Source: an optimization exercise on an open RTL-to-GDS flow (aim: small area and a short achievable clock period). Production flows keep margins and buffers that such runs may drop. At most, simulation tests tie the RTL to the original design; equivalence was not proved. Power is estimated from default activity; no workload was simulated.

// STDPmodel_4PWL
module STDPmodel_4PWL
(reset, clk, A_pre, A_post, start_replay_phase, W_previous, W_new);
clock: 7.5 ns
lec_check: 0
cap_margin: 20
core_margin: 2
core_utilization: 50
cts_buf_list: sky130_fd_sc_hd__clkbuf_8
cts_cluster_size: 30
setup_slack_margin: 4.2
slew_margin: 20
run.sh (not shown) runs the stock make flow with config.mk's settings and CLKGATE_MAP_FILE= SYNTH_SCRIPT=/design/flow/synth_recipe.tcl, a recipe that flattens the netlist after the stock synthesis.
Then changed:
CORE_UTILIZATION = 40   (was 50)
CTS_BUF_LIST = not set   (was sky130_fd_sc_hd__clkbuf_8)
CTS_CLUSTER_SIZE = not set   (was 30)
SETUP_SLACK_MARGIN = 4   (was 4.2)
Effect: The changed run completed with no timing, DRC or antenna violations; die area grows by 24%; clock-buffer cell count drops by 7; worst hold slack hardly moves; total power goes down by 3.8%; non-clock buffer count came out lower by 26; clock skew came out lower by 18 ps; global-route usage decreases by 5.9 points; utilization went down by 13 points; register-to-register slack degrades by 130 ps; sequential share of layout area is higher by 0.52 points.
Then changed:
CTS_BUF_LIST = sky130_fd_sc_hd__clkbuf_8   (was not set)
CTS_CLUSTER_SIZE = 30   (was not set)
PLACE_DENSITY = 0.7   (was not set)
SETUP_SLACK_MARGIN = 4.2   (was 4)
Outcome: The changed run went through all stages and came out clean. Sequential cell count is unchanged. Via count climbs by 3.2%. Total power grows by 1.1%.
Then changed:
==> flow/flow/run.sh (new file) <==
#!/bin/bash
# The standard layout (the standard.sh, standard synthesis included),
# with two changes that only save cells: the port buffers are buf_1 cells
# rather than the resizer's default pick (every port still gets its
# buffer), and clock tree synthesis adds no dummy load cells.
set -euo pipefail
export BUFFER_PORTS_ARGS="-buffer_cell sky130_fd_sc_hd__buf_1"
export CTS_ARGS="-sink_clustering_enable -repair_clock_nets -sink_clustering_size 30 -buf_list sky130_fd_sc_hd__clkbuf_8 -dont_use_dummy_load"
bash standard.sh > standard.log 2>&1
==> flow/standard.sh (new file) <==
#!/bin/bash
# synth_recipe.tcl (not shown) runs the flow's synth.tcl, then flattens the netlist and writes it again
# the make line also repeats each setting of config.mk as NAME=value (left out here)
make -C /OpenROAD-flow-scripts/flow DESIGN_CONFIG=/design/flow/config.mk WORK_HOME=/design/flow/orfs CLKGATE_MAP_FILE= SYNTH_SCRIPT=/design/flow/synth_recipe.tcl "${@:-finish}"
PLACE_DENSITY = not set   (was 0.7)
removed: flow/run.sh
Effect:
- The new run completed with no timing, DRC or antenna violations
- clock-buffer cell count fell by 8
- first-iteration DRC count rose by 7.9%
- final area fell by about 4%
- total power fell by about 2.6%
- hold slack got worse by 3.9 ps
- routed wire length rose by about 1.7%
- fmax fell by about 0.36%
- sequential share of layout area rose by 1.2 points
- global-route usage rose by 0.61 points
- critical path depth rose by 1

---

Setup of cedar:
STDPmodel_4PWL, a different RTL version from the one above (not shown whole).
Size in the first run: roughly 1700 cells after synthesis, roughly 240 flip-flops, ~69 I/O pins, ~16000 um^2 of cells after synthesis.
Settings: LEC_CHECK=0, CAP_MARGIN=20, CORE_MARGIN=2, CORE_UTILIZATION=40, SETUP_SLACK_MARGIN=4, SLEW_MARGIN=20; clock period 7.5 ns.
Stock flow here: none of the scripts above is used.
Having completed the whole flow, cedar delivered a layout that passed the timing, design-rule and antenna checks.
--- input diff cedar..raven ---
- a change of SETUP_SLACK_MARGIN from 4 to 3.0
Notes after the runs:
Cell count along the critical path (lower): cedar
raven ended up with a higher ratio of final minimum period to clock period than cedar did.
Against cedar as the reference, raven delivers a lower combinational fraction of design power.
For cedar, the capturing element of the worst setup path was P3a[14], unlike raven, where it was P3a[16].
Sort raven and cedar by worst slack at placement, descending, and cedar comes first.
Going from cedar to raven, worst IR drop on VDD shrinks by about 28%.
Power spent charging and discharging nets came out lower on raven than on cedar.
Comparing raven against cedar, there is no change at all in portion of netlist area occupied by mux cells.
Number of global-route vias before repair: higher on cedar
Synthesis-to-layout area growth in raven is 9.2 points below cedar.

---

## before
Another version of the RTL of STDPmodel_4PWL (not shown whole).
Size: ~240 flip-flops, about 0.016 mm^2 of cells after synthesis.
==> flow/config.mk <==
export PLATFORM = sky130hd
export DESIGN_NAME = STDPmodel_4PWL
export DESIGN_NICKNAME = STDPmodel_4PWL
export VERILOG_FILES = /design/flow/design.v
export SDC_FILE = /design/flow/constraint.sdc
export NUM_CORES = 4
export LEC_CHECK = 0
export CAP_MARGIN = 20
export CORE_MARGIN = 2
export CORE_UTILIZATION = 40
export CTS_BUF_LIST = sky130_fd_sc_hd__clkbuf_4 sky130_fd_sc_hd__clkbuf_8
export SETUP_SLACK_MARGIN = 4
export SLEW_MARGIN = 20
==> flow/constraint.sdc <==
create_clock -name core_clock -period 7.5 [get_ports {clk}]
set_input_delay 1.5000 -clock core_clock [delete_from_list [all_inputs] [get_ports {clk}]]
set_output_delay 1.5000 -clock core_clock [all_outputs]
set_load 0.01 [all_outputs]
Changes in after relative to before:
- SETUP_SLACK_MARGIN changed from 4 to 4.4
- CTS_BUF_LIST removed (was sky130_fd_sc_hd__clkbuf_4 sky130_fd_sc_hd__clkbuf_8)
Results
Of after and before, the higher power share of the clock group belongs to before. Going from before to after, minimum period implied by the final worst setup slack moved up; detailed-route wire length moved up; slack of the critical path moved down; power moved up; die area level. Re met2 usage in global routing: before was lower than after.

---

STDPmodel_4PWL with an RTL version that a note above also has.
Size in the first run: about 280 flip-flops.
clock: 7.5 ns
lec_check: 0
cap_margin: 20
core_margin: 2
core_utilization: 40
cts_buf_list: sky130_fd_sc_hd__clkbuf_8
cts_cluster_size: 30
setup_slack_margin: 4.3
slew_margin: 20
standard.sh (not shown) runs the stock make flow with config.mk's settings and CLKGATE_MAP_FILE= SYNTH_SCRIPT=/design/flow/synth_recipe.tcl, a recipe that flattens the netlist after the stock synthesis.
==> flow/flow/run.sh <==
#!/bin/bash
# The standard layout (the standard.sh, standard synthesis included),
# with two changes that only save cells: the port buffers are buf_2 cells
# rather than the resizer's default pick (every port still gets its
# buffer), and clock tree synthesis adds no dummy load cells.
set -euo pipefail
export BUFFER_PORTS_ARGS="-buffer_cell sky130_fd_sc_hd__buf_1"
export CTS_ARGS='-sink_clustering_enable -repair_clock_nets -sink_clustering_size 30 -buf_list {sky130_fd_sc_hd__clkbuf_4 sky130_fd_sc_hd__clkbuf_8} -dont_use_dummy_load'
bash standard.sh > standard.log 2>&1
Then changed:
==> flow/run.sh (new file) <==
#!/bin/bash
# synth_recipe.tcl (not shown) runs the flow's synth.tcl, then flattens the netlist and writes it again
# the make line also repeats each setting of config.mk as NAME=value (left out here)
make -C /OpenROAD-flow-scripts/flow DESIGN_CONFIG=/design/flow/config.mk WORK_HOME=/design/flow/orfs CLKGATE_MAP_FILE= SYNTH_SCRIPT=/design/flow/synth_recipe.tcl finish
- SETUP_SLACK_MARGIN: 4.3 -> 4.2
removed: flow/flow/run.sh
removed: flow/standard.sh
Design area climbs by 3.1%; setup slack loses 0.093 ns; via count drops by 1.3%; maximum frequency drops by 2.9%; sequential power barely changes.
Then changed:
==> flow/flow/run.sh (new file) <==
#!/bin/bash
# The standard layout (the standard.sh, standard synthesis included),
# with two changes that only save cells: the port buffers are buf_2 cells
# rather than the resizer's default pick (every port still gets its
# buffer), and clock tree synthesis adds no dummy load cells.
set -euo pipefail
export BUFFER_PORTS_ARGS="-buffer_cell sky130_fd_sc_hd__buf_2"
export CTS_ARGS='-sink_clustering_enable -repair_clock_nets -sink_clustering_size 30 -buf_list {sky130_fd_sc_hd__clkbuf_4 sky130_fd_sc_hd__clkbuf_8} -dont_use_dummy_load'
bash standard.sh > standard.log 2>&1
==> flow/standard.sh (new file) <==
#!/bin/bash
# synth_recipe.tcl (not shown) runs the flow's synth.tcl, then flattens the netlist and writes it again
# the make line also repeats each setting of config.mk as NAME=value (left out here)
make -C /OpenROAD-flow-scripts/flow DESIGN_CONFIG=/design/flow/config.mk WORK_HOME=/design/flow/orfs CLKGATE_MAP_FILE= SYNTH_SCRIPT=/design/flow/synth_recipe.tcl "${@:-finish}"
- SETUP_SLACK_MARGIN: 4.2 -> 4.3
removed: flow/run.sh
After rerunning:
- The new run finished with timing, DRC and antenna clean
- final area drops by 3.4%
- routed wire length goes up by 2.2%
- synthesized area does not change
- total power is lower by 3.4%
- first-iteration DRC count goes down by 9.7%
- combinational power decreases by about 2%
- sequential share of layout area went up by 1.1 points
- worst setup slack gains 0.11 ns
- utilization fell by 1.6 points

---

== P ==
Another version of the RTL of STDPmodel_4PWL (not shown whole).
For scale: ~1700 cells after synthesis, ~260 flip-flops, roughly 69 I/O pins, roughly 0.017 mm^2 of cells after synthesis.
==> flow/config.mk <==
export PLATFORM = sky130hd
export DESIGN_NAME = STDPmodel_4PWL
export DESIGN_NICKNAME = STDPmodel_4PWL
export VERILOG_FILES = /design/flow/design.v
export SDC_FILE = /design/flow/constraint.sdc
export NUM_CORES = 4
export LEC_CHECK = 0
export CAP_MARGIN = 20
export CORE_MARGIN = 2
export CORE_UTILIZATION = 40
export SETUP_SLACK_MARGIN = 4
export SLEW_MARGIN = 20
==> flow/constraint.sdc <==
create_clock -name core_clock -period 7.5 [get_ports {clk}]
set_input_delay 1.5000 -clock core_clock [delete_from_list [all_inputs] [get_ports {clk}]]
set_output_delay 1.5000 -clock core_clock [all_outputs]
set_load 0.01 [all_outputs]
run.sh (not shown) runs the stock make flow with config.mk's settings and CLKGATE_MAP_FILE= SYNTH_SCRIPT=/design/flow/synth_recipe.tcl, a recipe that flattens the netlist after the stock synthesis.
Stock flow here: none of the scripts above is used.
#### Input delta (Q over P)
Settings: SETUP_SLACK_MARGIN changed from 4 to 5.
### Flow results
Q closes out successfully: all stages finished, all timing, DRC and antenna checks passed.
The standard cells in Q occupy more silicon area than those in P do.
Diff Q and P: wire length the detailed router placed on met1 lower in P
Taking P as the reference point, the total power of Q rises by 14%.
Summary of the comparison: reg-to-reg setup timing slack is lower in Q, relative to P.
Path length in cells of the critical path | Q above P
Changes observed in Q relative to P: non-clock buffer count rose 82%, count of clock-buffer cells in the layout fell 5, overall via count from detail_route rose about 5%, sequential power about even.
No functional check of the RTL was part of any run of this note.

-- re-timing with driven ports --
In the flow no input, the clock included, has a driving cell. The finished layouts below were timed again as built, in two steps.
Step 1 assumes that a clkbuf_16 drives the clock port and a buf_2 every other input.
Step 2 times the ports against the registers' clock, not the clock port: input delays grow and output delays shrink by t, the midpoint of the rising clock arrivals with the driver on.
Slacks: ideal ports / drivers / drivers and shift; pairs: ideal ports / drivers.
run | t, ns | setup WS [ns] | hold WS [ns] | worst setup path at the end
the first run of note 1 | 0.662 | 4.205 / 4.205 / 3.693 | 0.433 / 0.433 / 0.433 | input to register
the second run of note 1 | 0.603 | 4.037 / 4.059 / 3.455 | 0.433 / 0.433 / 0.433 | input to register
the third run of note 1 | 0.625 | 4.264 / 4.273 / 3.648 | 0.438 / 0.438 / 0.438 | input to register
the fourth run of note 1 | 0.594 | 4.252 / 4.252 / 3.840 | 0.434 / 0.434 / 0.434 | input to register
cedar | 0.603 | 3.908 / 3.908 / 3.556 | 0.325 / 0.325 / 0.325 | input to register
raven | 0.593 | 3.155 / 3.155 / 2.951 | 0.335 / 0.335 / 0.335 | input to register
before | 0.607 | 3.992 / 3.992 / 3.524 | 0.443 / 0.443 / 0.443 | input to register
after | 0.601 | 3.959 / 3.959 / 3.607 | 0.438 / 0.438 / 0.438 | input to register
the first run of note 4 | 0.609 | 4.321 / 4.321 / 3.879 | 0.460 / 0.460 / 0.460 | input to register
the second run of note 4 | 0.645 | 4.227 / 4.227 / 3.672 | 0.441 / 0.441 / 0.441 | input to register
the third run of note 4 | 0.599 | 4.341 / 4.341 / 3.895 | 0.451 / 0.451 / 0.451 | input to register
P | 0.603 | 3.929 / 3.929 / 3.521 | 0.326 / 0.326 / 0.326 | input to register
Q | 0.605 | 3.876 / 3.876 / 3.610 | 0.330 / 0.330 / 0.330 | input to register
After both steps setup and hold are still met in every run listed. For the third run of note 1, which loses most, drivers alone change the setup slack by +0.009 ns; drivers and shift together by -0.616 ns.
